From an optimization exercise on the open Yosys and OpenROAD flow, aimed at small area, a short achievable clock period and few clock cycles per item; shortcuts taken in it are not production practice.
The RTL was checked by simulation tests, not by an equivalence proof against the original design.
Power and IR drop assume default switching activity.

File: design/flow/run.sh
#!/bin/bash
# synth_recipe.tcl (not shown) runs the flow's synth.tcl, then flattens the netlist and writes it again
# the make line also repeats each setting of config.mk as NAME=value (left out here)
make -C /OpenROAD-flow-scripts/flow DESIGN_CONFIG=/design/flow/config.mk WORK_HOME=/design/flow/orfs CLKGATE_MAP_FILE= SYNTH_SCRIPT=/design/flow/synth_recipe.tcl finish
File: design/flow/config.mk
export PLATFORM = sky130hd
export DESIGN_NAME = jpc_idecode
export DESIGN_NICKNAME = jpc_idecode
export VERILOG_FILES = /design/flow/design.v
export SDC_FILE = /design/flow/constraint.sdc
export NUM_CORES = 4
export LEC_CHECK = 0
export CAP_MARGIN = 20
export CORE_MARGIN = 2
export CORE_UTILIZATION = 40
export SLEW_MARGIN = 20
File: design/flow/constraint.sdc
create_clock -name core_clock -period 5.0 [get_ports {clk}]
set_input_delay 1.0000 -clock core_clock [delete_from_list [all_inputs] [get_ports {clk}]]
set_output_delay 1.0000 -clock core_clock [all_outputs]
set_load 0.01 [all_outputs]
File: design/flow/design.v
module jpc_idecode(
    input  wire        clk,
    input  wire        rst,
    input  wire [31:0] instr_I,
    input  wire        instr_valid_I,
    input  wire        decode_ready_I,
    output reg         instr_ready_O,
    output reg  [6:0]  opcode_O,
    output reg  [2:0]  funct3_O,
    output reg  [4:0]  rd_O,
    output reg  [31:0] imm32_O,
    output reg  [4:0]  rs1_O,
    output reg  [4:0]  rs2_O,
    output reg  [6:0]  funct7_O,
    output reg         ecall_O,
    output reg         ebreak_O,
    output reg         fence_O,
    output reg         fence_i_O,
    output reg         error_O,
    output reg         decode_valid_O
);
    reg [31:0] instr_reg;
    reg        instr_reg_valid;
    reg [6:0]  opcode_dec;
    reg [2:0]  funct3_dec;
    reg [4:0]  rd_dec;
    reg [31:0] imm32_dec;
    reg [4:0]  rs1_dec;
    reg [4:0]  rs2_dec;
    reg [6:0]  funct7_dec;
    reg        ecall_dec;
    reg        ebreak_dec;
    reg        fence_dec;
    reg        fence_i_dec;
    reg        error_dec;
    reg [3-1:0] curr_state;
    wire [31:0] dec_src = (curr_state == 3'b001) ? instr_I : instr_reg;
    always @(*) begin
        opcode_dec    = 7'b0;
        funct3_dec    = 3'b0;
        rd_dec        = 5'b0;
        imm32_dec     = 32'b0;
        rs1_dec       = 5'b0;
        rs2_dec       = 5'b0;
        funct7_dec    = 7'b0;
        ecall_dec     = 1'b0;
        ebreak_dec    = 1'b0;
        fence_dec     = 1'b0;
        fence_i_dec   = 1'b0;
        error_dec     = 1'b0;
        opcode_dec    = dec_src[6:0];
        rd_dec        = dec_src[11:7];
        funct3_dec    = dec_src[14:12];
        rs1_dec       = dec_src[19:15];
        rs2_dec       = dec_src[24:20];
        funct7_dec    = dec_src[31:25];
        case (dec_src[6:0])
            7'b0010011, 7'b0000011:
                imm32_dec = {{20{dec_src[31]}}, dec_src[31:20]};
            7'b1100011: 
                imm32_dec = {{19{dec_src[31]}}, dec_src[31], dec_src[7], dec_src[30:25], dec_src[11:8], 1'b0};
            7'b0100011: 
                imm32_dec = {{20{dec_src[31]}}, dec_src[31:25], dec_src[11:7]};
            7'b0110111, 7'b0010111: 
                imm32_dec = {12'b0, dec_src[31:12]};
            7'b0110011:
                imm32_dec = 32'b0;
            7'b1101111: 
                imm32_dec = {{11{dec_src[31]}}, dec_src[31], dec_src[19:12], dec_src[20], dec_src[30:21], 1'b0};
            7'b1100111: begin
                rd_dec = dec_src[11:7];
                rs1_dec = dec_src[19:15];
                imm32_dec = {{20{dec_src[31]}}, dec_src[31:20]};
                if (dec_src[14:12] != 3'b000) begin
                    error_dec = 1'b1;
                end
            end
            7'b1110011: begin 
                if (dec_src[31:20] == 12'b000000000000) begin
                    ecall_dec = 1'b1;
                end else if (dec_src[31:20] == 12'b000000000001) begin
                    ebreak_dec = 1'b1; 
                end else begin
                    error_dec = 1'b1;
                end
            end
            7'b0001111: begin 
                case (dec_src[14:12])
                    3'b000: fence_dec = 1'b1;  
                    3'b001: fence_i_dec = 1'b1;
                    default:
                    error_dec = 1'b1;
                endcase
            end
            default: begin
                error_dec = 1'b1;
                imm32_dec = 32'b0;
            end
        endcase
    end
    always @(posedge clk or posedge rst) begin
        if (rst) begin
            instr_reg <= 32'b0;
            instr_reg_valid <= 1'b0;
            instr_ready_O <= 1'b1;
            opcode_O <= 7'b0;
            funct3_O <= 3'b0;
            rd_O <= 5'b0;
            imm32_O <= 32'b0;
            rs1_O <= 5'b0;
            rs2_O <= 5'b0;
            funct7_O <= 7'b0;
            ecall_O <= 1'b0;
            ebreak_O <= 1'b0;
            fence_O <= 1'b0;
            fence_i_O <= 1'b0;
            error_O <= 1'b0;
            decode_valid_O <= 1'b0;
            curr_state <= 3'b001;  
        end else begin
            instr_ready_O <= 1'b0;
            decode_valid_O <= 1'b0;
            opcode_O <= opcode_O;
            funct3_O <= funct3_O;
            rd_O <= rd_O;
            imm32_O <= imm32_O;
            rs1_O <= rs1_O;
            rs2_O <= rs2_O;
            funct7_O <= funct7_O;
            ecall_O <= ecall_O;
            ebreak_O <= ebreak_O;
            fence_O <= fence_O;
            fence_i_O <= fence_i_O;
            error_O <= error_O;
            curr_state <= 3'b000;
            case (curr_state)
                3'b000: begin
                    instr_ready_O <= 1'b1;
                    curr_state <= 3'b001;
                end
                3'b001: begin
                    if (instr_valid_I == 1'b1) begin
                        instr_reg <= instr_I;
                        instr_ready_O <= 1'b0;
                        curr_state <= 3'b011;
                        if (decode_ready_I == 1'b1) begin
                            opcode_O   <= opcode_dec;
                            funct3_O   <= funct3_dec;
                            rd_O       <= rd_dec;
                            imm32_O    <= imm32_dec;
                            rs1_O      <= rs1_dec;
                            rs2_O      <= rs2_dec;
                            funct7_O   <= funct7_dec;
                            ecall_O    <= ecall_dec;
                            ebreak_O   <= ebreak_dec;
                            fence_O    <= fence_dec;
                            fence_i_O  <= fence_i_dec;
                            error_O    <= error_dec;
                            decode_valid_O <= 1'b1;
                            curr_state <= 3'b000;
                        end else begin
                            curr_state <= 3'b011;
                        end
                    end else
                    begin
                        instr_ready_O <= 1'b1;
                        curr_state <= 3'b001;
                    end
                end
                3'b011: begin
                    if (decode_ready_I == 1'b1) begin
                        opcode_O   <= opcode_dec;
                        funct3_O   <= funct3_dec;
                        rd_O       <= rd_dec;
                        imm32_O    <= imm32_dec;
                        rs1_O      <= rs1_dec;
                        rs2_O      <= rs2_dec;
                        funct7_O   <= funct7_dec;
                        ecall_O    <= ecall_dec;
                        ebreak_O   <= ebreak_dec;
                        fence_O    <= fence_dec;
                        fence_i_O  <= fence_i_dec;
                        error_O    <= error_dec;
                        decode_valid_O <= 1'b1;
                        curr_state <= 3'b000;
                    end else
                    begin
                        decode_valid_O <= 1'b0;
                        curr_state <= 3'b011;
                    end
                end
                default: begin
                    curr_state <= 3'b000;
                end
            endcase
        end
    end
endmodule
==> results of run 1 <==
layout by cell type (no fill, tap or decap), types with 3 or more instances in the layout:
| cell | instances |
|---|---|
| nor2_1 | 20 |
| nor4_1 | 4 |
| nand4_1 | 3 |
| clkdlybuf4s50_1 | 106 |
| nand2b_1 | 6 |
| nand2_1 | 75 |
| o21ai_1 | 8 |
| a31oi_1 | 4 |
| o22ai_1 | 8 |
| o211ai_1 | 3 |
| mux2i_1 | 28 |
| o221ai_1 | 5 |
| o21ai_0 | 32 |
| mux2_2 | 32 |
| a21oi_1 | 10 |
| nor3b_1 | 6 |
| clkbuf_16 | 9 |
| buf_4 | 5 |
| o221a_1 | 4 |
| dfrtp_1 | 92 |
| nor3_1 | 9 |
| inv_1 | 3 |
| o221a_2 | 3 |
| o221ai_2 | 3 |
stage by stage:
| stage | utilization (%) | power (mW) | area [sq um] | worst slack (ns) | cells |
|---|---|---|---|---|---|
| CTS | 52.97 | 2.722 | 5971 | 1.844 | 660 |
| global placement | 50.12 | 1.957 | 5649 | 1.712 | 644 |
| floorplan | - | 1.548 | 4574 | 1.555 | 425 |
| detailed placement | 50.12 | 1.975 | 5649 | 1.667 | 644 |
| finish | 52.97 | 2.698 | 5971 | 1.834 | 660 |
| global route | 52.97 | 2.848 | 5971 | 1.638 | 660 |
logic make-up after synthesis:
group,after synthesis,synth area share (%)
muxes,63,15.10
DFF,94,51.48
buffers and inverters,40,5.033
and+or+nand+nor,135,13.95
AOI/OAI and AO/OA,93,14.44
where the power goes:
part	switching, mW	leakage [nW]	internal, mW
Combinational	0.419	1.20	0.443
Clock	0.302	0.150	0.442
Sequential	0.137	1.15	0.955
worst max-delay path by stage:
stage,end,cells after the start
3_3_place_gp,imm32_O[11]$_DFFE_PP0P_,6
6_report,imm32_O[15]$_DFFE_PP0P_,7
5_1_grt,imm32_O[14]$_DFFE_PP0P_,7
3_5_place_dp,imm32_O[11]$_DFFE_PP0P_,6
2_1_floorplan,curr_state[1]$_DFF_PP0_,1
4_1_cts,imm32_O[16]$_DFFE_PP0P_,7
layout make-up:
type,count,area share (%)
inverter,5,0.3353
timing repair buffer,111,18.40
clock buffer,10,3.835
sequential,94,39.44
tap,143,2.997
clock inverter,6,1.551
multi-input combinational,291,33.45
tightest hold or removal path, stage by stage, from the launching register on:
cell	delay, ns
dfrtp_1	0.34
nand2_1	0.05
nand2_1	0.05
layer usage:
layer	global-route usage [%]	vias up	wire [um]
li1	-	1701	-
met1	29.65	1719	5599
met2	29.57	116	5419
met3	3.335	11	779
met4	7.333	0	178
met5	0	-	0
==> run summary, run 1 <==
most frequent cell after synthesis dfrtp_1; H-Tree Depth 3; Top FF cell, synth dfrtp_1; Core ar. 11,270 sq um; Min-Delay Endpoint rs2_O[2]$_DFFE_PP0P_; CP bufs+invs 1; period utilisation layout 63.31%; Setup Skew 0.01055 ns; Ant. Diodes 0; full die area 12,310 sq um; Cell Pwr Density 451.8 nW/um^2; Via density 5.374; first-pass GRT wire length 19,420 um; CTS tree done; Vias 3,547; EDFF count, synth 0; Setup TNS 0 ns; Worst Path Max Fanout 23; I/O pin count 107; Final Hold Slack 0.4753 ns; Area Overhead vs Synth 30.53%; drt first pass iters 4; CTS max path bufs 2; asr flop ratio synth 100.0%; commonest cells in the synthesized netlist dfrtp_1 (92), nand2_1 (75), mux2_2 (32), o21ai_0 (32), mux2i_1 (28); MaxCap Viol Count 0; Remaining DRCs 0; row count 39; FF+latch count, synth 94; static leakage 2.501 nW; Num CTS Buffers 9; Req. time, crit path 5.28 ns; Synth area leaders dfrtp_1 (50%), mux2_2 (7.9%), nand2_1 (6.2%), mux2i_1 (6.1%), o21ai_0 (3.5%); post-synth top area share 50.33%; Slew Viols, Final 0; Clock Sink Count 94; kind of critical path reg2reg; post-synth cell types 52; CP delay by family, top compound AO/OA/AOI/OAI gates; Die W 110.9 um; post-synth top area cell dfrtp_1; sequential fraction of the synthesis area 51.48%; DR WL/cell 18.15 um; max reg flops 32; CTS Root Cell clkbuf_16; endpoints failing setup 0; worst path cell trace nor2b_4 > buf_4 > mux2i_1 > a22oi_2 > o21a_4 > o21ai_4 > o221a_2; R2R depth 7; status complete, no violations; Iter 0 DRT Violations 195; antenna viol nets, final 0; Hold Startpoint rs2_O[2]$_DFFE_PP0P_; vias in the first global route 3,508; Post-CTS Setup Bufs 0; die height 110.9 um; dpl hpwl 8554 um; CP peak stage delay 0.67 ns; VDD IR-drop max 0.0001646 V; worst slew pin tran 1.058 ns; # hold bufs at CTS 0; synthesis warning total 1; clock latency at the later pin of the worst-skew pair 0.34 ns; FF-to-FF Start curr_state[0]$_DFF_PP1_; clock slew at the register clock pins of the worst setup and hold paths 0.07 ns; port buffer count 106; total track usage 20.00%; R2R Path End imm32_O[15]$_DFFE_PP0P_; nets@finish 548; crit end category flip-flop; initial antenna violation count 0; flop2flop setup slack 1.83 ns; RSZ-0062 raised after global routing false; Hold Path Class reg2reg; largest net degree at the start of global routing 73; WL final 11,980 um; FMAX 315.9 MHz; Fillers 1,004; CP max-delay cell nor2b_4; Syn Area/Cell 10.76 sq um; Initial Utilization 40.58%; Seq. cell area 2355 sq um; Hold Vio Cnt, Final 0; Hold Path Depth 2; post-synthesis cell area 4574 sq um; GP Congestion 0.8301; share of cells above drive strength 1 14.89%; total congestion overflow 0; Multi-input gate area 1997 sq um; crit path launch curr_state[0]$_DFF_PP1_; CP Launch Type flip-flop; Syn Inst Count 425; synthesized net count 461; Rel. slew slack 29.27%; Critical Path AT 3.45 ns; Period minus WS final 3.166 ns; post-cts sizing count 0
Testbench counts, summed over its fixed seeds: cycles 24,640, items 12,000.
==> run 2, diff against run 1 <==
==> design/flow/design.v (replaced) <==
module jpc_idecode(
    input  wire        clk,
    input  wire        rst,
    input  wire [31:0] instr_I,
    input  wire        instr_valid_I,
    input  wire        decode_ready_I,
    output wire        instr_ready_O,
    output wire [6:0]  opcode_O,
    output wire [2:0]  funct3_O,
    output wire [4:0]  rd_O,
    output reg  [31:0] imm32_O,
    output wire [4:0]  rs1_O,
    output wire [4:0]  rs2_O,
    output wire [6:0]  funct7_O,
    output reg         ecall_O,
    output reg         ebreak_O,
    output reg         fence_O,
    output reg         fence_i_O,
    output reg         error_O,
    output reg         decode_valid_O
);
    reg [31:0] instr_reg;
    assign instr_ready_O = decode_ready_I;
    always @(posedge clk)
        instr_reg <= instr_I;
    always @(posedge clk or posedge rst) begin
        if (rst)
            decode_valid_O <= 1'b0;
        else
            decode_valid_O <= instr_valid_I & decode_ready_I;
    end
    assign opcode_O = instr_reg[6:0];
    assign rd_O     = instr_reg[11:7];
    assign funct3_O = instr_reg[14:12];
    assign rs1_O    = instr_reg[19:15];
    assign rs2_O    = instr_reg[24:20];
    assign funct7_O = instr_reg[31:25];
    always @(*) begin
        imm32_O   = 32'b0;
        ecall_O   = 1'b0;
        ebreak_O  = 1'b0;
        fence_O   = 1'b0;
        fence_i_O = 1'b0;
        error_O   = 1'b0;
        case (instr_reg[6:0])
            7'b0010011, 7'b0000011:
                imm32_O = {{20{instr_reg[31]}}, instr_reg[31:20]};
            7'b1100111: begin
                imm32_O = {{20{instr_reg[31]}}, instr_reg[31:20]};
                if (instr_reg[14:12] != 3'b000)
                    error_O = 1'b1;
            end
            7'b1100011:
                imm32_O = {{19{instr_reg[31]}}, instr_reg[31], instr_reg[7], instr_reg[30:25], instr_reg[11:8], 1'b0};
            7'b0100011:
                imm32_O = {{20{instr_reg[31]}}, instr_reg[31:25], instr_reg[11:7]};
            7'b0110111, 7'b0010111:
                imm32_O = {12'b0, instr_reg[31:12]};
            7'b0110011:
                imm32_O = 32'b0;
            7'b1101111:
                imm32_O = {{11{instr_reg[31]}}, instr_reg[31], instr_reg[19:12], instr_reg[20], instr_reg[30:21], 1'b0};
            7'b1110011: begin
                if (instr_reg[31:20] == 12'd0)
                    ecall_O = 1'b1;
                else if (instr_reg[31:20] == 12'd1)
                    ebreak_O = 1'b1;
                else
                    error_O = 1'b1;
            end
            7'b0001111: begin
                case (instr_reg[14:12])
                    3'b000:  fence_O = 1'b1;
                    3'b001:  fence_i_O = 1'b1;
                    default: error_O = 1'b1;
                endcase
            end
            default:
                error_O = 1'b1;
        endcase
    end
endmodule
==> design/flow/flow/run.sh (new file) <==
#!/bin/bash
# Standard layout, except that the port buffers are the platform's smallest plain buffer
# (the default pick is a delay cell, clkdlybuf4s50_1) and timing repair aims for positive
# setup slack. Full tool output goes to flow_standard.log.
set -euo pipefail
bash standard.sh "BUFFER_PORTS_ARGS=-buffer_cell sky130_fd_sc_hd__buf_1" finish > flow_standard.log 2>&1
==> design/flow/standard.sh (new file) <==
#!/bin/bash
# synth_recipe.tcl (not shown) runs the flow's synth.tcl, then flattens the netlist and writes it again
# the make line also repeats each setting of config.mk as NAME=value (left out here)
make -C /OpenROAD-flow-scripts/flow DESIGN_CONFIG=/design/flow/config.mk WORK_HOME=/design/flow/orfs CLKGATE_MAP_FILE= SYNTH_SCRIPT=/design/flow/synth_recipe.tcl "${@:-finish}"
removed: design/flow/run.sh
==> run 2 against run 1 <==
Combinational power is 94% lower. Highest routed layer unchanged. Clock power is 77% lower. Final cell count down 60%. Via count is 62% lower. Flip-flop and latch count decreased by 61. Non-clock buffer count down 4. Setup slack got worse by 0.094 ns. Die area decreased by 69%. Critical path type is now reg2out. Worst hold slack got worse by 0.020 ns. Design area fell by 71%. Global-route usage decreased by 0.86 points. First-iteration DRC count shrank 69%.
==> run summary, run 2 <==
Synth area leaders dfxtp_1 (49%), buf_4 (7.4%), a221o_1 (6.1%), a22o_1 (4.0%), a222oi_1 (3.0%); end-of-flow core utilization 56.05% (+3.1 points); Fillers 312 (-69%); sequential fraction of the synthesis area 50.43% (-1.1 points); GP Congestion 0.7835 (-5.6%); DR WL/cell 13.73 um (-24%); # hold bufs at CTS 0 (unchanged); EDFF count, synth 0 (unchanged); Synth Area in Adders 0% (unchanged); drt first pass iters 4 (unchanged); Seq. cell area 665.6 sq um (-72%); CP Launch Type flip-flop; crit end category primary output; H-Tree Depth 2 (-1); multiplexer share of the synthesized area 0% (-15 points); Vias 1,338 (-62%); Remaining DRCs 0 (unchanged); WL final 3651 um (-70%); row count 20 (-49%); port buffer count 106 (unchanged); endpoints failing setup 0 (unchanged); kind of critical path reg2out; CTS Root Cell clkbuf_4; commonest non-fill, non-tap cell in the layout buf_1; largest net degree at the start of global routing 21 (-71%); CTS tree done; share of cells above drive strength 1 6.757% (-8.1 points); Compound-Gate Fraction of Synth Area 20.76% (+6.3 points); Levels on crit path 5 (-2); CTS max path bufs 2 (unchanged); period utilisation layout 65.20% (+1.9 points); Hold Path Class in2async; Worst Path Max Fanout 12 (-48%); Core ar. 3103 sq um (-72%); first-pass GRT wire length 5230 um (-73%); Area after DPL 1669 sq um (-70%); MaxCap Viol Count 0 (unchanged); Simple-Gate Fraction of Synth Area 17.63% (+3.7 points); Num CTS Buffers 5 (-4); clock slew at the register clock pins of the worst setup and hold paths 0.10 ns (+0.03 ns); Rel. slew slack 56.06% (+27 points); vias in the first global route 1,150 (-67%); FF+latch count, synth 33 (-65%); initial antenna violation count 0 (unchanged); Req. time, crit path 4.00 ns (-1.28 ns); Final Hold Slack 0.4551 ns (-0.02013 ns); most frequent cell after synthesis dfxtp_1; full die area 3775 sq um (-69%); Post-CTS Setup Bufs 0 (unchanged); static leakage 0.6658 nW (-73%); Initial Utilization 42.54% (+2.0 points); FMAX 306.8 MHz (-2.9%); max reg flops 32 (unchanged); worst path cell trace nand4bb_4 > nor3_2 > or2_1 > and2_1 > buf_1; Ant. Diodes 0 (unchanged); asr flop ratio synth 3.030% (-97 points); nets@finish 257 (-53%); CP delay by family, top simple AND/OR/NAND/NOR gates; Via density 5.030 (-6.4%); worst slew pin tran 0.6567 ns (-0.4011 ns); total congestion overflow 0 (unchanged); Iter 0 DRT Violations 60 (-69%); non-filler cells, final 266 (-60%); VDD IR-drop max 0.0001951 V (+19%); Slew Viols, Final 0 (unchanged); die height 61.45 um (-45%); post-cts sizing count 0 (unchanged); post-synth top area share 48.53% (-1.8 points); commonest non-fill, non-tap cells in the layout buf_1 (106), dfxtp_1 (32), inv_1 (8), a221o_1 (8); I/O pin count 107 (unchanged); largest family of logic cells by synthesized area compound AO/OA/AOI/OAI gates; CP max-delay cell dfxtp_1; CP bufs+invs 1 (unchanged); post-placement cell count 258 (-60%); Setup TNS 0 ns (unchanged); dpl hpwl 2770 um (-68%); RSZ-0062 raised after global routing false; Syn Inst Count 124 (-71%); post-synthesis cell area 1320 sq um (-71%); CP peak stage delay 0.41 ns (-0.26 ns); Synth Area in XOR/XNOR 0% (unchanged); Die W 61.45 um (-45%); commonest cells in the synthesized netlist dfxtp_1 (32), buf_4 (13), a221o_1 (8), inv_1 (8); antenna viol nets, final 0 (unchanged); Clock Sink Count 33 (-65%); Multi-input gate area 513.0 sq um (-74%); Critical Path AT 2.26 ns (-1.19 ns); Syn Area/Cell 10.65 sq um (-1.1%); post-synth cell types 36 (-31%); Hold Vio Cnt, Final 0 (unchanged); Period minus WS final 3.260 ns (+0.09438 ns); post-synth top area cell dfxtp_1; total track usage 19.14% (-0.86 points); Top FF cell, synth dfxtp_1; status complete, no violations; synthesis warning total 1 (unchanged); Area Overhead vs Synth 31.75%; synthesized net count 160 (-65%); Layout Cell Area excl Fill 1739 sq um (-71%); Cell Pwr Density 297.3 nW/um^2 (-34%)
[run 2: cell count changes after synthesis, moves of 28 or more]
cell / previous run / this run
nand2_1: 75 / 6
mux2i_1: 28 / 0
mux2_2: 32 / 0
dfxtp_1: 0 / 32
o21ai_0: 32 / 1
dfrtp_1: 92 / 1
[run 2: through the flow]
stage / worst slack [ns] / power, mW
floorplan: 2.244 / 0.3267
global placement: 2.220 / 0.3536
detailed placement: 2.109 / 0.3537
CTS: 1.723 / 0.5221
global route: 1.512 / 0.5430
finish: 1.740 / 0.5171
[run 2: layer usage]
layer | track usage, % | up-vias | share of wire (%)
met1 | 25.13 | 600 | 42
li1 | - | 651 | -
met5 | 0 | - | 0
met3 | 6.933 | 6 | 9.7
met2 | 28.88 | 81 | 47
met4 | 7.295 | 0 | 1.4
[run 2: cell type report]
class / count / area share (%)
repair buffers: 107 / 23.31
flip-flops and latches: 33 / 38.27
well taps: 44 / 3.165
multi-input cells: 66 / 29.50
clock inverters: 1 / 0.2878
inverters: 8 / 1.727
clock buffers: 7 / 3.741
[run 2: worst max-delay path by stage]
stage                                     from          end  slack [ns]
after floorplan           instr_reg[6]$_DFF_P_  imm32_O[21]        2.24
after global placement    instr_reg[3]$_DFF_P_  imm32_O[21]        2.22
after detailed placement  instr_reg[3]$_DFF_P_  imm32_O[20]        2.11
after CTS                 instr_reg[3]$_DFF_P_  imm32_O[20]        1.72
after global routing      instr_reg[3]$_DFF_P_  imm32_O[25]        1.51
final                     instr_reg[3]$_DFF_P_  imm32_O[21]        1.74
[run 2: logic make-up after synthesis]
group,Yosys count
simple gates,36
flops,33
compound gates,30
buf+inv,25
[run 2: where the power goes]
group | leakage [nW] | internal [mW] | switching (mW)
Clock | 0.0413 | 0.0814 | 0.0882
Combinational | 0.342 | 0.0231 | 0.0294
Sequential | 0.283 | 0.277 | 0.0178
Testbench counts of run 2, summed over its fixed seeds: cycles 12,646, items 12,000.
==> run 3, diff against run 2 <==
--- a/design/flow/config.mk
+++ b/design/flow/config.mk
@@ -8,4 +8,5 @@
 export CAP_MARGIN = 20
 export CORE_MARGIN = 2
 export CORE_UTILIZATION = 40
+export SETUP_SLACK_MARGIN = 3.0
 export SLEW_MARGIN = 20
==> run 3 against run 2 <==
Synthesized cell count stayed put. Combinational power increased by 57%. Non-clock buffer count is 23 higher. Die area did not move. Largest cell class is now multi-input gates. Highest routed layer unchanged. Maximum frequency up 19%. Area after synthesis stayed put. Flip-flop and latch count did not move. Count of clock-buffer cells in the layout stayed put. First-iteration DRC count up 23%. Final cell count rose by 9.8%. Routed wire length grew 26%. Utilization up 19 points.
==> run summary, run 3 <==
sequential fraction of the synthesis area 50.43% (unchanged); Core ar. 3103 sq um (unchanged); synthesis warning total 1 (unchanged); H-Tree Depth 2 (unchanged); MaxCap Viol Count 0 (unchanged); CP Launch Type flip-flop; synthesized net count 160 (unchanged); worst slew pin tran 0.2894 ns (-0.3673 ns); Setup TNS 0 ns (unchanged); VDD IR-drop max 0.0002043 V (+4.7%); asr flop ratio synth 3.030% (unchanged); max reg flops 32 (unchanged); Layout Cell Area excl Fill 2313 sq um (+33%); share of cells above drive strength 1 48.79% (+42 points); static leakage 1.033 nW (+55%); FF+latch count, synth 33 (unchanged); post-placement cell count 257 (-0.39%); Top FF cell, synth dfxtp_1; sequential power share 55.1% (-2.0 points); RSZ-0062 raised after global routing true; Via density 5.264 (+4.6%); Synth area leaders dfxtp_1 (49%), buf_4 (7.4%), a221o_1 (6.1%), a22o_1 (4.0%), a222oi_1 (3.0%); Critical Path AT 1.75 ns (-0.51 ns); Syn Area/Cell 10.65 sq um (unchanged); most frequent cell after synthesis dfxtp_1; total congestion overflow 0 (unchanged); Area Overhead vs Synth 75.26%; largest net degree at the start of global routing 12 (-43%); Iter 0 DRT Violations 74 (+23%); Hold Vio Cnt, Final 0 (unchanged); period utilisation layout 55.02% (-10 points); crit end category primary output; Remaining DRCs 0 (unchanged); post-synth cell types 36 (unchanged); Fillers 255 (-18%); Syn Inst Count 124 (unchanged); Multi-input gate area 748.2 sq um (+46%); post-synthesis cell area 1320 sq um (unchanged); initial antenna violation count 0 (unchanged); Initial Utilization 42.54% (unchanged); port buffer count 106 (unchanged); Int Pwr 386.4 uW (+1.2%); DR WL/cell 15.73 um (+15%); status complete, no violations; I/O pin count 107 (unchanged); CTS max path bufs 2 (unchanged); FMAX 363.5 MHz (+19%); sw power 154.2 uW (+14%); Vias 1,537 (+15%); row count 20 (unchanged); antenna viol nets, final 0 (unchanged); clock slew at the register clock pins of the worst setup and hold paths 0.11 ns (about the same); PnR Total Power 540.6 uW (+4.5%); non-filler cells, final 292 (+9.8%); CTS Root Cell clkbuf_4; nets@finish 283 (+10%); Sw Share 28.52% (+2.3 points); clock power share 29.7% (-3.1 points); total track usage 23.96% (+4.8 points); commonest cells in the synthesized netlist dfxtp_1 (32), buf_4 (13), a221o_1 (8), inv_1 (8); full die area 3775 sq um (unchanged); Rel. slew slack 80.54% (+24 points); Cell Pwr Density 233.7 nW/um^2 (-21%); kind of critical path reg2out; Worst Path Max Fanout 8 (-4); WL final 4593 um (+26%); # hold bufs at CTS 0 (unchanged); Area after DPL 1712 sq um (+2.5%); CTS tree done; commonest non-fill, non-tap cells in the layout buf_1 (66), buf_2 (30), buf_4 (17), dfxtp_1 (17), buf_6 (14); Hold Path Class in2async; Slew Viols, Final 0 (unchanged); post-synth top area cell dfxtp_1; Req. time, crit path 4.00 ns (about the same); post-synth top area share 48.53% (unchanged); Die W 61.45 um (unchanged); Period minus WS final 2.751 ns (-0.5091 ns); power share of the combinational group 15.2% (+5.1 points); die height 61.45 um (unchanged); dpl hpwl 2871 um (+3.7%); EDFF count, synth 0 (unchanged); Ant. Diodes 0 (unchanged); GP Congestion 0.7747 (-1.1%); Clock Sink Count 33 (unchanged); Seq. cell area 704.4 sq um (+5.8%); first-pass GRT wire length 6410 um (+23%); vias in the first global route 1,378 (+20%); commonest non-fill, non-tap cell in the layout buf_1; Num CTS Buffers 5 (unchanged); endpoints failing setup 0 (unchanged); drt first pass iters 4 (unchanged)
==> run 3: cell counts after synthesis <==
No cell type changed its count.
==> run 3: worst max-delay path, cell delays in order (launching register included) <==
cell	delay (ns)
dfxtp_4	0.38
nand4bb_4	0.28
buf_6	0.16
o22ai_4	0.09
or2_4	0.19
and2_4	0.18
buf_2	0.13
==> run 3: cell families after synthesis <==
family | share of synthesized area, %
DFF | 50.43
buffers and inverters | 11.18
AOI/OAI and AO/OA | 20.76
and+or+nand+nor | 17.63
==> run 3: metrics by stage <==
stage          util [%]  setup WS (ns)  hold WS [ns]
2_1_floorplan         -          2.543        0.7287
3_3_place_gp      55.16          2.179        0.8070
3_5_place_dp      55.16          2.138        0.8119
4_1_cts           69.88          2.234        0.4501
5_1_grt           74.56          2.153        0.4259
6_report          74.56          2.249        0.4501
==> run 3: timing repair <==
item                       4_1_cts  5_1_grt
setup endpoints to repair       38       48
setup buffers                   22        1
gates cloned                     4        0
pin swaps                       20       14
resized for setup               71       41
==> run 3: power by group through the flow <==
stage	sequential (mW)	clock, mW	combinational, mW
after floorplan	0.304	0	0.0267
after global placement	0.302	0	0.0547
after detailed placement	0.303	0	0.0552
after CTS	0.296	0.161	0.0752
after global routing	0.300	0.184	0.0883
final	0.298	0.161	0.0823
==> run 3: worst max path at each step <==
| stage | depth (start not counted) | slack [ns] | endpoint | startpoint |
|---|---|---|---|---|
| after global placement | 5 | 2.18 | imm32_O[2] | instr_reg[6]$_DFF_P_ |
| after CTS | 6 | 2.23 | imm32_O[0] | instr_reg[3]$_DFF_P_ |
| after detailed placement | 5 | 2.14 | imm32_O[3] | instr_reg[6]$_DFF_P_ |
| final | 6 | 2.25 | imm32_O[28] | instr_reg[2]$_DFF_P_ |
| after global routing | 7 | 2.15 | error_O | instr_reg[2]$_DFF_P_ |
| after floorplan | 6 | 2.54 | imm32_O[21] | instr_reg[4]$_DFF_P_ |
==> run 3: cell type report <==
| type | instances | area share (%) |
|---|---|---|
| sequential | 33 | 30.45 |
| timing repair buffer | 130 | 30.83 |
| multi-input combinational | 69 | 32.34 |
| clock buffer | 7 | 2.380 |
| inverter | 8 | 1.298 |
| clock inverter | 1 | 0.3245 |
| tap | 44 | 2.380 |
==> run 3: layer usage <==
layer	vias up	wire length, um	GRT usage, %
met3	5	473	9.664
met5	-	0	0
met2	97	2278	38.30
met4	0	50	8.815
li1	711	-	-
met1	724	1790	29.16
==> run 4, diff against run 3 <==
==> design/flow/run.sh (new file) <==
#!/bin/bash
# synth_recipe.tcl (not shown) runs the flow's synth.tcl, then flattens the netlist and writes it again
# the make line also repeats each setting of config.mk as NAME=value (left out here)
make -C /OpenROAD-flow-scripts/flow DESIGN_CONFIG=/design/flow/config.mk WORK_HOME=/design/flow/orfs CLKGATE_MAP_FILE= SYNTH_SCRIPT=/design/flow/synth_recipe.tcl finish
--- a/design/flow/config.mk
+++ b/design/flow/config.mk
@@ -8,5 +8,4 @@
 export CAP_MARGIN = 20
 export CORE_MARGIN = 2
 export CORE_UTILIZATION = 40
-export SETUP_SLACK_MARGIN = 3.0
 export SLEW_MARGIN = 20
removed: design/flow/flow/run.sh
removed: design/flow/standard.sh
==> run 4 against run 3 <==
Non-clock buffer count fell by 23. Critical path type unchanged. Global-route usage fell by 1.2 points. Still clean. Via count down 11%. Final cell count down 8.9%. Critical endpoint is now imm32_O[23]. Clock power grew 19%.
==> run summary, run 4 <==
Ant. Diodes 0 (unchanged); Fillers 227 (-11%); sw power 135.3 uW (-12%); PnR Total Power 582.1 uW (+7.7%); Post-CTS Setup Bufs 0 (-100%); # hold bufs at CTS 0 (unchanged); Initial Utilization 42.54% (unchanged); FMAX 272.7 MHz (-25%); commonest non-fill, non-tap cell in the layout clkdlybuf4s50_1; Synth area leaders dfxtp_1 (49%), buf_4 (7.4%), a221o_1 (6.1%), a22o_1 (4.0%), a222oi_1 (3.0%); sequential power share 50.8% (-4.3 points); Remaining DRCs 0 (unchanged); clock power share 32.8% (+3.1 points); Int Pwr 446.8 uW (+16%); crit end category primary output; commonest cells in the synthesized netlist dfxtp_1 (32), buf_4 (13), a221o_1 (8), inv_1 (8); power share of the combinational group 16.4% (+1.2 points); kind of critical path reg2out; Die W 61.45 um (unchanged); FF+latch count, synth 33 (unchanged); max reg flops 32 (unchanged); Req. time, crit path 4.00 ns (about the same); GP Congestion 0.8032 (+3.7%); Clock Sink Count 33 (unchanged); Top FF cell, synth dfxtp_1; full die area 3775 sq um (unchanged); Cell Pwr Density 241.7 nW/um^2 (+3.4%); static leakage 0.9385 nW (-9.1%); synthesis warning total 1 (unchanged); synthesized net count 160 (unchanged); die height 61.45 um (unchanged); EDFF count, synth 0 (unchanged); share of cells above drive strength 1 6.306% (-42 points); status complete, no violations; sequential fraction of the synthesis area 50.43% (unchanged); Syn Inst Count 124 (unchanged); worst slew pin tran 0.6314 ns (+0.3419 ns); period utilisation layout 73.33% (+18 points); post-synthesis cell area 1320 sq um (unchanged); drt first pass iters 4 (unchanged); post-synth top area cell dfxtp_1; Final WS setup 1.334 ns (-0.9155 ns); total track usage 22.74% (-1.2 points); Hold Vio Cnt, Final 0 (unchanged); CTS Root Cell clkbuf_4; MaxCap Viol Count 0 (unchanged); VDD IR-drop max 0.0001945 V (-4.8%); CTS max path bufs 2 (unchanged); WL final 4163 um (-9.4%); Via density 5.135 (-2.4%); first-pass GRT wire length 6258 um (-2.4%); H-Tree Depth 2 (unchanged); Period minus WS final 3.666 ns (+0.9155 ns); Vias 1,366 (-11%); vias in the first global route 1,303 (-5.4%); nets@finish 257 (-9.2%); Area Overhead vs Synth 82.46%; antenna viol nets, final 0 (unchanged); Syn Area/Cell 10.65 sq um (unchanged); total congestion overflow 0 (unchanged); asr flop ratio synth 3.030% (unchanged); Sw Share 23.25% (-5.3 points); initial antenna violation count 0 (unchanged); Setup TNS 0 ns (unchanged); post-synth top area share 48.53% (unchanged); Critical Path AT 2.67 ns (+0.92 ns); CTS tree done; RSZ-0062 raised after global routing false; clock slew at the register clock pins of the worst setup and hold paths 0.10 ns (about the same); Slew Viols, Final 0 (unchanged); end-of-flow core utilization 77.62% (+3.1 points); Rel. slew slack 57.75% (-23 points); DR WL/cell 15.65 um (-0.50%); endpoints failing setup 0 (unchanged); port buffer count 106 (unchanged); most frequent cell after synthesis dfxtp_1; DP Worst Slack 1.686 ns (-0.4524 ns); CP Launch Type flip-flop; Worst Path Max Fanout 12 (+4); Hold Path Class in2async; dpl hpwl 3302 um (+15%); I/O pin count 107 (unchanged); commonest non-fill, non-tap cells in the layout clkdlybuf4s50_1 (106), dfxtp_1 (32), inv_1 (8), a221o_1 (8); row count 20 (unchanged); Iter 0 DRT Violations 122 (+65%); largest net degree at the start of global routing 21 (+9); post-synth cell types 36 (unchanged); Core ar. 3103 sq um (unchanged); Num CTS Buffers 5 (unchanged); post-cts sizing count 0 (-100%)
==> run 4: path summary, 6_finish.rpt <==
| path | cells past startpoint | from | endpoint | slack, ns |
|---|---|---|---|---|
| setup / recovery | 5 | instr_reg[3]$_DFF_P_ | imm32_O[23] | 1.33 |
| hold / removal | 2 | rst | decode_valid_O$_DFF_PP0_ | 0.79 |
| max in group asynchronous | 2 | rst | decode_valid_O$_DFF_PP0_ | 4.12 |
| min in group core_clock | 1 | instr_I[24] | instr_reg[24]$_DFF_P_ | 1.10 |
==> run 4: power by group through the flow <==
| stage | clock, mW | sequential (mW) | combinational (mW) |
|---|---|---|---|
| after floorplan | 0 | 0.303 | 0.0234 |
| after global placement | 0 | 0.301 | 0.0943 |
| after detailed placement | 0 | 0.302 | 0.0957 |
| after CTS | 0.195 | 0.295 | 0.0964 |
| after global routing | 0.215 | 0.298 | 0.102 |
| final | 0.191 | 0.296 | 0.0957 |
==> run 4: kinds of logic after synthesis <==
group	share of synthesized area [%]
AND/OR/NAND/NOR	17.63
flip-flops	50.43
AO/OA/AOI/OAI	20.76
buffers and inverters	11.18
==> run 4: critical path: stages (launching register included) <==
cell	delay, ns
dfxtp_1	0.40
nand4bb_4	0.29
nor3_2	0.35
or2_1	0.32
and2_1	0.37
clkdlybuf4s50_1	0.61
==> run 4: area by class of cell <==
cell class                 count  area, sq um  share of cell area, %
clock inverter                 2        35.03                  1.455
tap                           44        55.05                  2.286
sequential                    33        665.6                  27.64
timing repair buffer         107         1069                  44.36
inverter                       8        30.03                  1.247
clock buffer                   6        41.29                  1.714
multi-input combinational     66        513.0                  21.30
==> run 4: stage by stage <==
step           cells  instance area [sq um]  hold slack, ns
6_report         266                   2409          0.7937
5_1_grt          266                   2409          0.7594
4_1_cts          266                   2409          0.7870
3_5_place_dp     258                   2332           1.144
3_3_place_gp     258                   2332           1.142
2_1_floorplan    124                   1320          0.7287
==> run 4: routing by layer <==
metal / global-route usage (%) / part of all wire (%) / vias up
li1: - / - / 649
met1: 27.31 / 37 / 626
met2: 37.39 / 52 / 87
met3: 9.664 / 11 / 4
met4: 6.383 / 0.62 / 0
met5: 0 / 0 / -
==> run 5, diff against run 4 <==
==> design/flow/design.v (replaced) <==
module jpc_idecode(
    input  wire        clk,
    input  wire        rst,
    input  wire [31:0] instr_I,
    input  wire        instr_valid_I,
    input  wire        decode_ready_I,
    output wire        instr_ready_O,
    output wire [6:0]  opcode_O,
    output wire [2:0]  funct3_O,
    output wire [4:0]  rd_O,
    output wire [31:0] imm32_O,
    output wire [4:0]  rs1_O,
    output wire [4:0]  rs2_O,
    output wire [6:0]  funct7_O,
    output wire        ecall_O,
    output wire        ebreak_O,
    output wire        fence_O,
    output wire        fence_i_O,
    output wire        error_O,
    output reg         decode_valid_O
);
    assign instr_ready_O = decode_ready_I;
    always @(posedge clk or posedge rst) begin
        if (rst)
            decode_valid_O <= 1'b0;
        else
            decode_valid_O <= instr_valid_I & decode_ready_I;
    end
    wire [31:0] i  = instr_I;
    wire [6:0]  op = i[6:0];
    wire        s  = i[31];
    wire op_opimm = (op == 7'b0010011);
    wire op_load  = (op == 7'b0000011);
    wire op_jalr  = (op == 7'b1100111);
    wire op_store = (op == 7'b0100011);
    wire op_br    = (op == 7'b1100011);
    wire op_jal   = (op == 7'b1101111);
    wire op_lui   = (op == 7'b0110111);
    wire op_auipc = (op == 7'b0010111);
    wire op_op    = (op == 7'b0110011);
    wire op_sys   = (op == 7'b1110011);
    wire op_fence = (op == 7'b0001111);
    wire fmt_i = op_opimm | op_load | op_jalr;
    wire fmt_u = op_lui | op_auipc;
    wire upper_zero = (i[31:21] == 11'd0);
    wire d_imm0  = (fmt_i & i[20]) | (op_store & i[7]) | (fmt_u & i[12]);
    wire d_imm11 = ((fmt_i | op_store) & s) | (op_br & i[7]) | (op_jal & i[20]) | (fmt_u & i[23]);
    wire d_hi    = (fmt_i | op_store | op_br | op_jal) & s;
    wire d_mid   = (fmt_i | op_store | op_br) & s;
    wire d_ij    = fmt_i | op_jal;
    wire d_sb    = op_store | op_br;
    wire d_isbj  = fmt_i | op_store | op_br | op_jal;
    wire d_sysz  = op_sys & upper_zero;
    wire d_fen   = op_fence & (i[14:13] == 2'b00);
    wire d_err   = ~(fmt_i | op_store | op_br | op_jal | fmt_u | op_op | op_sys | op_fence)
                 | (op_jalr & (i[14:12] != 3'b000))
                 | (op_sys & ~upper_zero)
                 | (op_fence & (i[14:13] != 2'b00));
    reg [31:0] ir;
    reg        imm0_r, imm11_r, hi_r, mid_r, ij_r, sb_r, isbj_r, j_r, u_r;
    reg        sysz_r, fen_r, err_r;
    always @(posedge clk) begin
        ir      <= instr_I;
        imm0_r  <= d_imm0;
        imm11_r <= d_imm11;
        hi_r    <= d_hi;
        mid_r   <= d_mid;
        ij_r    <= d_ij;
        sb_r    <= d_sb;
        isbj_r  <= d_isbj;
        j_r     <= op_jal;
        u_r     <= fmt_u;
        sysz_r  <= d_sysz;
        fen_r   <= d_fen;
        err_r   <= d_err;
    end
    assign opcode_O = ir[6:0];
    assign rd_O     = ir[11:7];
    assign funct3_O = ir[14:12];
    assign rs1_O    = ir[19:15];
    assign rs2_O    = ir[24:20];
    assign funct7_O = ir[31:25];
    assign imm32_O[0]     = imm0_r;
    assign imm32_O[4:1]   = ({4{ij_r}} & ir[24:21]) | ({4{sb_r}} & ir[11:8]) | ({4{u_r}} & ir[16:13]);
    assign imm32_O[10:5]  = ({6{isbj_r}} & ir[30:25]) | ({6{u_r}} & ir[22:17]);
    assign imm32_O[11]    = imm11_r;
    assign imm32_O[19:12] = {8{mid_r}} | ({8{j_r}} & ir[19:12]) | ({8{u_r}} & ir[31:24]);
    assign imm32_O[31:20] = {12{hi_r}};
    assign ecall_O   = sysz_r & ~ir[20];
    assign ebreak_O  = sysz_r &  ir[20];
    assign fence_O   = fen_r  & ~ir[12];
    assign fence_i_O = fen_r  &  ir[12];
    assign error_O   = err_r;
endmodule
==> design/flow/flow/run.sh (new file) <==
#!/bin/bash
# Standard layout, except that the port buffers are the platform's smallest plain buffer
# (the default pick is a delay cell, clkdlybuf4s50_1) and timing repair aims for positive
# setup slack. Full tool output goes to flow_standard.log.
set -euo pipefail
bash standard.sh "BUFFER_PORTS_ARGS=-buffer_cell sky130_fd_sc_hd__buf_1" finish > flow_standard.log 2>&1
==> design/flow/standard.sh (new file) <==
#!/bin/bash
# synth_recipe.tcl (not shown) runs the flow's synth.tcl, then flattens the netlist and writes it again
# the make line also repeats each setting of config.mk as NAME=value (left out here)
make -C /OpenROAD-flow-scripts/flow DESIGN_CONFIG=/design/flow/config.mk WORK_HOME=/design/flow/orfs CLKGATE_MAP_FILE= SYNTH_SCRIPT=/design/flow/synth_recipe.tcl "${@:-finish}"
--- a/design/flow/config.mk
+++ b/design/flow/config.mk
@@ -8,4 +8,5 @@
 export CAP_MARGIN = 20
 export CORE_MARGIN = 2
 export CORE_UTILIZATION = 40
+export SETUP_SLACK_MARGIN = 3.0
 export SLEW_MARGIN = 20
removed: design/flow/run.sh
==> run 5 against run 4 <==
Largest power group unchanged. Maximum frequency up 63%. Area after synthesis up 24%. Still clean. Design area down 13%. Power up 13%. Setup slack better by 1.4 ns. Worst hold slack worse by 0.30 ns. Utilization down 25 points. Sequential share of layout area up 16 points. Via count up 11%. Global-route usage down 4.6 points.
==> run summary, run 5 <==
synthesized net count 182 (+14%); Worst Path Max Fanout 8 (-4); CP Launch Type flip-flop; first-pass GRT wire length 5927 um (-5.3%); period utilisation layout 45.11% (-28 points); clock slew at the register clock pins of the worst setup and hold paths 0.08 ns (-0.02 ns); worst path cell trace buf_4 > a221o_1 > buf_2; commonest cells in the synthesized netlist dfxtp_1 (44), buf_4 (15), a221o_1 (9), nand2_1 (9), inv_1 (8); CP delay by family, top flip-flops; initial antenna violation count 0 (unchanged); clock power share 31.6% (-1.2 points); crit end category primary output; EDFF count, synth 0 (unchanged); Core ar. 3971 sq um (+28%); met2 WL 1967 um (-9.5%); total congestion overflow 0 (unchanged); FMAX 443.3 MHz (+63%); Seq. cell area 918.4 sq um (+38%); RSZ-0062 raised after global routing true; Req. time, crit path 4.00 ns (about the same); Multi-input gate area 550.5 sq um (+7.3%); Slew Viols, Final 0 (unchanged); Rel. slew slack 66.03% (+8.3 points); WL final 4389 um (+5.4%); end-of-flow core utilization 53.06% (-25 points); Hold Vio Cnt, Final 0 (unchanged); Fillers 373 (+64%); CTS tree done; post-synth top area cell dfxtp_1; row count 23 (+15%); static leakage 0.8681 nW (-7.5%); worst slew pin tran 0.5095 ns (-0.1219 ns); antenna viol nets, final 0 (unchanged); Die W 68.09 um (+11%); drt first pass iters 4 (unchanged); GP Congestion 0.8871 (+10%); sequential fraction of the synthesis area 55.14% (+4.7 points); H-Tree Depth 2 (unchanged); CP bufs+invs 2 (+1); Vias 1,513 (+11%); Sw Share 24.64% (+1.4 points); Num CTS Buffers 5 (unchanged); Cell Pwr Density 313.2 nW/um^2 (+30%); nets@finish 278 (+8.2%); Critical Path AT 1.26 ns (-1.41 ns); CTS Root Cell clkbuf_8; FF+latch count, synth 45 (+36%); Clock Sink Count 45 (+36%); endpoints failing setup 0 (unchanged); Ant. Diodes 0 (unchanged); sequential power share 58.4% (+7.6 points); Synth area leaders dfxtp_1 (54%), buf_4 (6.9%), a221o_1 (5.5%), a22o_1 (3.2%), a222oi_1 (2.4%); port buffer count 106 (unchanged); DR WL met3 503 um (+15%); Setup TNS 0 ns (unchanged); Via density 5.164 (+0.55%); synthesis warning total 1 (unchanged); sw power 162.6 uW (+20%); # hold bufs at CTS 0 (unchanged); Hold Path Class in2async; Max Used Layer met4; DR WL/cell 14.98 um (-4.3%); Period minus WS final 2.256 ns (-1.411 ns); commonest non-fill, non-tap cells in the layout buf_1 (88), dfxtp_1 (36); post-synthesis cell area 1643 sq um (+24%); most frequent cell after synthesis dfxtp_1; max reg flops 32 (unchanged); VDD IR-drop max 0.0001920 V (-1.3%); Top FF cell, synth dfxtp_1; CTS max path bufs 2 (unchanged); Initial Utilization 41.37% (-1.2 points); share of cells above drive strength 1 18.52% (+12 points); power share of the combinational group 9.9% (-6.5 points); post-synth top area share 53.62% (+5.1 points); MaxCap Viol Count 0 (unchanged); dpl hpwl 3344 um (+1.3%); total track usage 18.09% (-4.6 points); post-synth cell types 36 (unchanged); largest net degree at the start of global routing 18 (-14%); Int Pwr 497.3 uW (+11%); die height 68.09 um (+11%); CP peak stage delay 0.38 ns (-0.23 ns); Syn Inst Count 146 (+18%); vias in the first global route 1,211 (-7.1%); Iter 0 DRT Violations 74 (-39%); Remaining DRCs 0 (unchanged); commonest non-fill, non-tap cell in the layout buf_1; CP max-delay cell dfxtp_4; asr flop ratio synth 2.222% (-0.81 points); Syn Area/Cell 11.25 sq um (+5.7%); post-route met1 wirelength 1855 um (+22%); kind of critical path reg2out; status complete, no violations; I/O pin count 107 (unchanged); full die area 4636 sq um (+23%); Area Overhead vs Synth 28.26%
[run 5: cell types whose count changed after synthesis, sizes merged, moves of 3 or more]
cell and delta:
dfxtp +12, nand2 +3, buf +4, o311ai +3
[run 5: cell families (layout without fill, tap and decap cells)]
family	after synthesis	after routing	share of synthesized area [%]
flops	45	45	55.14
simple gates	39	39	15.54
compound gates	31	31	17.37
buf+inv	30	127	11.35
mux	1	1	0.6093
[run 5: final timing paths]
path | slack (ns) | endpoint | from | cells after the start
min in group core_clock | 0.80 | ir[10]$_DFF_P_ | instr_I[10] | 1
max in group asynchronous | 4.41 | decode_valid_O$_DFF_PP0_ | rst | 2
worst max-delay path | 2.74 | imm32_O[16] | u_r$_DFF_P_ | 3
worst min-delay path | 0.50 | decode_valid_O$_DFF_PP0_ | rst | 2
[run 5: power groups by stage]
stage	registers [mW]	clock network [mW]	logic (mW)
after floorplan	0.398	0	0.0283
after global placement	0.394	0	0.0648
after detailed placement	0.394	0	0.0634
after CTS	0.385	0.221	0.0640
after global routing	0.387	0.239	0.0723
final	0.386	0.209	0.0656
[run 5: layout make-up]
cell class                 instances  area share (%)
sequential                        45           43.59
multi-input combinational         71           26.13
timing repair buffer             111           21.91
clock buffer                       7           3.622
tap                               50           2.969
inverter                           8           1.425
clock inverter                     1          0.3563
[run 5: stage by stage]
step                      worst slack, ns  cells  power, mW  hold slack (ns)  instance area, sq um
after CTS                           2.761    289     0.6705           0.4803                  2047
after detailed placement            2.696    280     0.4575           0.8081                  1947
after floorplan                     2.904    146     0.4264           0.7287                  1648
after global placement              2.683    280     0.4590           0.8076                  1947
after global routing                2.689    293     0.6984           0.4985                  2107
final                               2.744    293     0.6599           0.4981                  2107
[run 5: timing repair]
action,4_1_cts,5_1_grt
resized for setup,6,31
setup buffers,1,4
endpoints found under the setup margin,19,35
pin swaps,1,10
[run 5: per-layer routing]
metal  track usage (%)  vias up
met4             9.750        0
met2             27.31      109
met1             22.46      681
met3             6.414        6
met5                 0        -
li1                  -      717
Testbench counts of run 5, summed over its fixed seeds: cycles 12,646, items 12,000.
==> run 6, diff against run 5 <==
--- a/design/flow/config.mk
+++ b/design/flow/config.mk
@@ -8,5 +8,4 @@
 export CAP_MARGIN = 20
 export CORE_MARGIN = 2
 export CORE_UTILIZATION = 40
-export SETUP_SLACK_MARGIN = 3.0
 export SLEW_MARGIN = 20
==> run 6 against run 5 <==
Still clean. Final cell count decreased by 1.7%. Design area down 3.3%. Power increased by 2.1%. Utilization decreased by 1.8 points. Maximum frequency shrank 10%. First-iteration DRC count rose by 34%. Synthesized cell count unchanged. Count of clock-buffer cells in the layout is 2 lower. Highest routed layer unchanged.
==> run summary, run 6 <==
worst slew pin tran 0.6859 ns (+0.1764 ns); VDD IR-drop max 0.0001509 V (-21%); post-synth top area cell dfxtp_1; Synth Area in XOR/XNOR 0% (unchanged); Initial Utilization 41.37% (unchanged); Clock Sink Count 45 (unchanged); Hold Vio Cnt, Final 0 (unchanged); CP bufs+invs 2 (unchanged); Period minus WS final 2.517 ns (+0.2613 ns); largest net degree at the start of global routing 19 (+1); CP max-delay cell dfxtp_1; worst path cell trace a222oi_1 > inv_1 > buf_1; FF+latch count, synth 45 (unchanged); Vias 1,486 (-1.8%); total congestion overflow 0 (unchanged); Remaining DRCs 0 (unchanged); Critical Path AT 1.52 ns (+0.26 ns); first-pass GRT wire length 5968 um (+0.69%); dpl hpwl 3380 um (+1.1%); CTS Root Cell clkbuf_8; commonest cells in the synthesized netlist dfxtp_1 (44), buf_4 (15), a221o_1 (9), nand2_1 (9), inv_1 (8); die height 68.09 um (unchanged); WL final 4351 um (-0.87%); synthesized net count 182 (unchanged); Syn Inst Count 146 (unchanged); post-cts sizing count 0 (-6); FMAX 397.3 MHz (-10%); Ant. Diodes 0 (unchanged); nets@finish 273 (-1.8%); Fillers 399 (+7.0%); Req. time, crit path 4.00 ns (about the same); H-Tree Depth 2 (unchanged); drt first pass iters 4 (unchanged); Top FF cell, synth dfxtp_1; max reg flops 32 (unchanged); post-synth cell types 36 (unchanged); Rel. slew slack 54.28% (-12 points); vias in the first global route 1,201 (-0.83%); initial antenna violation count 0 (unchanged); status complete, no violations; GP Congestion 0.8960 (+1.0%); Worst Path Max Fanout 18 (+10); antenna viol nets, final 0 (unchanged); sequential fraction of the synthesis area 55.14% (unchanged); multiplexer share of the synthesized area 0.6093% (unchanged); RSZ-0062 raised after global routing false; total track usage 18.05% (-0.044 points); Multi-input gate area 550.5 sq um (unchanged); asr flop ratio synth 2.222% (unchanged); post-synthesis cell area 1643 sq um (unchanged); CP Launch Type flip-flop; CTS tree done; Area Overhead vs Synth 23.99%; EDFF count, synth 0 (unchanged); Sw Share 26.36% (+1.7 points); Synth Area in Adders 0% (unchanged); # hold bufs at CTS 0 (unchanged); clock power share 33.3% (+1.7 points); full die area 4636 sq um (unchanged); Int Pwr 496.3 uW (-0.21%); row count 23 (unchanged); static leakage 0.7764 nW (-11%); post-placement cell count 280 (unchanged); Syn Area/Cell 11.25 sq um (unchanged); port buffer count 106 (unchanged); Num CTS Buffers 5 (unchanged); Core ar. 3971 sq um (unchanged); Compound-Gate Fraction of Synth Area 17.36% (unchanged); Via density 5.160 (about the same); MaxCap Viol Count 0 (unchanged); I/O pin count 107 (unchanged); Simple-Gate Fraction of Synth Area 15.54% (unchanged); end-of-flow core utilization 51.29% (-1.8 points); kind of critical path reg2out; post-synth top area share 53.62% (unchanged); CP delay by family, top flip-flops; largest family of logic cells by synthesized area compound AO/OA/AOI/OAI gates; sequential power share 57.2% (-1.2 points); clock slew at the register clock pins of the worst setup and hold paths 0.09 ns (about the same); Seq. cell area 905.9 sq um (-1.4%); Setup TNS 0 ns (unchanged); non-filler cells, final 288 (-1.7%); synthesis warning total 1 (unchanged); Hold Path Class in2async; endpoints failing setup 0 (unchanged); commonest non-fill, non-tap cells in the layout buf_1 (106), dfxtp_1 (44), a221o_1 (9), nand2_1 (9), inv_1 (8); Post-CTS Setup Bufs 0 (-1); period utilisation layout 50.34% (+5.2 points); commonest non-fill, non-tap cell in the layout buf_1; sw power 177.6 uW (+9.2%); CP peak stage delay 0.73 ns (+0.35 ns); Die W 68.09 um (unchanged); crit end category primary output; DR WL/cell 15.11 um (+0.86%); share of cells above drive strength 1 6.723% (-12 points); Slew Viols, Final 0 (unchanged); most frequent cell after synthesis dfxtp_1; Synth area leaders dfxtp_1 (54%), buf_4 (6.9%), a221o_1 (5.5%), a22o_1 (3.2%), a222oi_1 (2.4%); Cell Pwr Density 330.8 nW/um^2 (+5.6%); Iter 0 DRT Violations 99 (+34%); power share of the combinational group 9.5% (-0.4 points); CTS max path bufs 2 (unchanged)
==> run 6: worst paths after layout <==
kind                             start                        to  slack [ns]  depth (start not counted)
worst max-delay path       u_r$_DFF_P_                imm32_O[2]        2.48                          3
worst min-delay path               rst  decode_valid_O$_DFF_PP0_        0.48                          2
max in group asynchronous          rst  decode_valid_O$_DFF_PP0_        4.43                          2
min in group core_clock    instr_I[16]            ir[16]$_DFF_P_        0.78                          1
==> run 6: layout make-up <==
type                            count  share of cell area [%]
Sequential cell                    45                   44.47
Inverter                            8                   1.474
Multi-Input combinational cell     71                   27.03
Tap cell                           50                   3.071
Clock buffer                        5                   3.378
Timing Repair Buffer              106                   19.53
Clock inverter                      3                   1.044
==> run 6: power by group through the flow <==
| stage | Combinational (mW) | Sequential, mW | Clock [mW] |
|---|---|---|---|
| floorplan | 0.0281 | 0.398 | 0 |
| global placement | 0.0644 | 0.394 | 0 |
| detailed placement | 0.0638 | 0.394 | 0 |
| CTS | 0.0640 | 0.386 | 0.235 |
| global route | 0.0704 | 0.387 | 0.247 |
| finish | 0.0638 | 0.386 | 0.224 |
==> run 6: cells by family after synthesis <==
kind of cell	count (synthesis)
AOI/OAI and AO/OA	31
buffers and inverters	30
DFF	45
muxes	1
and+or+nand+nor	39
==> run 6: stage by stage <==
stage	hold slack [ns]	setup slack (ns)	instance area [sq um]	total power, mW
5_1_grt	0.4811	2.362	2037	0.7046
2_1_floorplan	0.7287	2.881	1643	0.4262
6_report	0.4849	2.483	2037	0.6739
3_5_place_dp	0.8079	2.662	1947	0.4579
4_1_cts	0.4710	2.506	2037	0.6851
3_3_place_gp	0.8074	2.710	1947	0.4585
==> run 6: per-layer routing <==
| metal | global-route usage, % | share of wire, % | up-vias |
|---|---|---|---|
| met3 | 5.592 | 11 | 5 |
| met5 | 0 | 0 | - |
| met4 | 6.750 | 1.3 | 0 |
| li1 | - | - | 710 |
| met1 | 22.76 | 43 | 683 |
| met2 | 28.88 | 45 | 88 |
==> run 7, diff against run 6 <==
--- a/design/flow/config.mk
+++ b/design/flow/config.mk
@@ -7,5 +7,8 @@
 export LEC_CHECK = 0
 export CAP_MARGIN = 20
 export CORE_MARGIN = 2
-export CORE_UTILIZATION = 40
+export CORE_UTILIZATION = 70
+export CTS_BUF_LIST = sky130_fd_sc_hd__clkbuf_8 sky130_fd_sc_hd__clkbuf_16
+export CTS_CLUSTER_SIZE = 50
+export SETUP_SLACK_MARGIN = 3.0
 export SLEW_MARGIN = 20
==> run 7 against run 6 <==
Flip-flop and latch count did not move. Critical endpoint is now imm32_O[15]. Routed wire length increased by 21%. Via count grew 15%. Still clean. Design area grew 2.3%. Die area decreased by 41%. Global-route usage up 16 points. First-iteration DRC count is 77% higher. Sequential share of layout area down 0.51 points. Area after synthesis is the same. Critical path depth unchanged. Setup slack improved by 0.24 ns.
==> run summary, run 7 <==
status complete, no violations; full die area 2750 sq um (-41%); post-synth top area cell dfxtp_1; Compound-Gate Fraction of Synth Area 17.36% (unchanged); Cell Pwr Density 317.6 nW/um^2 (-4.0%); max reg flops 32 (unchanged); Slew Viols, Final 0 (unchanged); DR WL/cell 19.57 um (+30%); crit path launch u_r$_DFF_P_; I/O pin count 107 (unchanged); Ant. Diodes 0 (unchanged); Hold Path Class in2async; FMAX 438.3 MHz (+10%); antenna viol nets, final 0 (unchanged); post-placement cell count 258 (-7.9%); multiplexer share of the synthesized area 0.6093% (unchanged); Initial Utilization 74.26% (+33 points); row count 17 (-26%); asr flop ratio synth 2.222% (unchanged); Clock Sink Count 45 (unchanged); CTS max path bufs 2 (unchanged); Req. time, crit path 4.00 ns (about the same); endpoints failing setup 0 (unchanged); worst slew pin tran 0.4966 ns (-0.1893 ns); synthesis warning total 1 (unchanged); Area Overhead vs Synth 26.81%; Top FF cell, synth dfxtp_1; end-of-flow core utilization 94.17% (+43 points); die height 52.45 um (-23%); share of cells above drive strength 1 19.83% (+13 points); port buffer count 106 (unchanged); initial antenna violation count 0 (unchanged); EDFF count, synth 0 (unchanged); gr busiest metal met2; Synth Area in Adders 0% (unchanged); vias in the first global route 1,431 (+19%); Syn Area/Cell 11.25 sq um (unchanged); Via density 6.337 (+23%); Remaining DRCs 0 (unchanged); largest net degree at the start of global routing 18 (-1); period utilisation layout 45.63% (-4.7 points); post-synthesis cell area 1643 sq um (unchanged); post-synth top area share 53.62% (unchanged); commonest cells in the synthesized netlist dfxtp_1 (44), buf_4 (15), a221o_1 (9), nand2_1 (9), inv_1 (8); VDD IR-drop max 0.0003248 V (+120%); non-filler cells, final 270 (-6.3%); H-Tree Depth 2 (unchanged); Hold Vio Cnt, Final 0 (unchanged); total congestion overflow 0 (unchanged); GP Congestion 1.021 (+14%); Critical Path AT 1.28 ns (-0.24 ns); MaxCap Viol Count 0 (unchanged); Die W 52.45 um (-23%); most frequent cell after synthesis dfxtp_1; nets@finish 279 (+2.2%); post-synth cell types 36 (unchanged); Simple-Gate Fraction of Synth Area 15.54% (unchanged); CTS Root Cell clkbuf_8; commonest non-fill, non-tap cell in the layout buf_1; met1 Usage GRT 34.75% (+12 points); Vias 1,711 (+15%); Synth Area in XOR/XNOR 0% (unchanged); Iter 0 DRT Violations 175 (+77%); Setup TNS 0 ns (unchanged); largest family of logic cells by synthesized area compound AO/OA/AOI/OAI gates; Num CTS Buffers 5 (unchanged); met2 usage 58.54% (+30 points); WL final 5284 um (+21%); commonest non-fill, non-tap cells in the layout buf_1 (84), dfxtp_1 (38), buf_2 (12), clkbuf_2 (10); CP Launch Type flip-flop; kind of critical path reg2out; crit end category primary output; RSZ-0062 raised after global routing true; total track usage 33.82% (+16 points); FF+latch count, synth 45 (unchanged); synthesized net count 182 (unchanged); static leakage 0.8897 nW (+15%); Worst Path Max Fanout 8 (-10); Rel. slew slack 66.89% (+13 points); drt first pass iters 5 (+1); Syn Inst Count 146 (unchanged); dpl hpwl 3336 um (-1.3%); first-pass GRT wire length 6541 um (+9.6%); Period minus WS final 2.281 ns (-0.2355 ns); met3 track demand over resource 10.29% (+4.7 points); CP Capture Point imm32_O[15]; Synth area leaders dfxtp_1 (54%), buf_4 (6.9%), a221o_1 (5.5%), a22o_1 (3.2%), a222oi_1 (2.4%); clock slew at the register clock pins of the worst setup and hold paths 0.08 ns (about the same); Core ar. 2212 sq um (-44%); CTS tree done; sequential fraction of the synthesis area 55.14% (unchanged)
[run 7: worst min-delay path by stage]
stage               startpoint  slack (ns)                       end
finish                     rst        0.51  decode_valid_O$_DFF_PP0_
detailed placement         rst        0.82  decode_valid_O$_DFF_PP0_
global placement           rst        0.81  decode_valid_O$_DFF_PP0_
CTS                        rst        0.51  decode_valid_O$_DFF_PP0_
global route               rst        0.53  decode_valid_O$_DFF_PP0_
floorplan                  rst        0.73  decode_valid_O$_DFF_PP0_
[run 7: timing repair]
item,in CTS,in global routing
setup endpoints to repair,21,35
resized for setup,8,34
hold endpoints to repair,0,0
hold buffers,0,0
pin swaps,0,13
setup buffers,2,4
[run 7: layout make-up]
type,instances,area (sq um)
Clock inverter,1,5.005
Sequential cell,45,915.9
Inverter,8,30.03
Timing Repair Buffer,112,478.0
Fill cell,68,128.9
Multi-Input combinational cell,71,550.5
Tap cell,28,35.03
Clock buffer,5,68.82
[run 7: cell families after synthesis]
family          after synthesis
compound gates               31
buf+inv                      30
flops                        45
mux                           1
simple gates                 39
[run 7: where the power goes]
part	switching [mW]	internal, mW	leakage, nW
sequential	0.0125	0.374	0.383
clock	0.114	0.0920	0.0399
combinational	0.0441	0.0253	0.467
total	0.171	0.491	0.890
[run 7: layer usage]
metal | part of all wire, % | up-vias
li1 | - | 719
met1 | 32 | 789
met2 | 51 | 162
met3 | 12 | 41
met4 | 5.3 | 0
met5 | 0 | -
[run 7: per-stage QoR]
stage | area (sq um) | power [mW] | hold WS, ns | setup slack [ns]
after CTS | 2019 | 0.6556 | 0.5057 | 2.760
after global placement | 1919 | 0.4538 | 0.8057 | 2.763
after floorplan | 1648 | 0.4264 | 0.7287 | 2.904
final | 2083 | 0.6617 | 0.5091 | 2.719
after global routing | 2083 | 0.6787 | 0.5256 | 2.686
after detailed placement | 1919 | 0.4574 | 0.8208 | 2.686
[run 7: worst max-delay path, cell delays in order, from the launching register on]
cell and delay (ns):
dfxtp_4 0.39, buf_4 0.14, a221o_1 0.32, buf_1 0.14

## static timing again, ports no longer ideal
No port has a modelled driver above. Below, the same layouts with a new extraction and two added sets of constraints. Step 1 sets driving cells, clkbuf_16 on the clock port and buf_2 on the other inputs (assumed; they add their load-dependent delay and slew). Step 2 times the ports against the registers' clock, not the clock port: input delays grow and output delays shrink by t, the midpoint of the rising clock arrivals with the driver on. Three values: ideal, step 1, step 2; two values: the first two.
run | t, ns | setup WS [ns] | worst setup path after step 2 | latest minus earliest clock arrival (ns)
run 1 | 0.377 | 1.834 / 1.834 / 1.630 | input to register | 0.011 / 0.011
run 2 | 0.356 | 1.740 / 1.717 / 2.073 | register to output | 0.007 / 0.008
run 3 | 0.349 | 2.249 / 2.224 / 2.573 | register to output | 0.011 / 0.011
run 4 | 0.344 | 1.334 / 1.311 / 1.654 | register to output | 0.009 / 0.009
run 5 | 0.312 | 2.744 / 2.717 / 2.771 | input to output | 0.007 / 0.006
run 6 | 0.319 | 2.483 / 2.458 / 2.638 | input to register | 0.011 / 0.011
run 7 | 0.320 | 2.719 / 2.693 / 2.757 | input to output | 0.006 / 0.006
After both steps setup and hold are still met in every run listed. For run 1, which loses most, drivers alone change the setup slack by 0.000 ns; drivers and shift together by -0.204 ns.
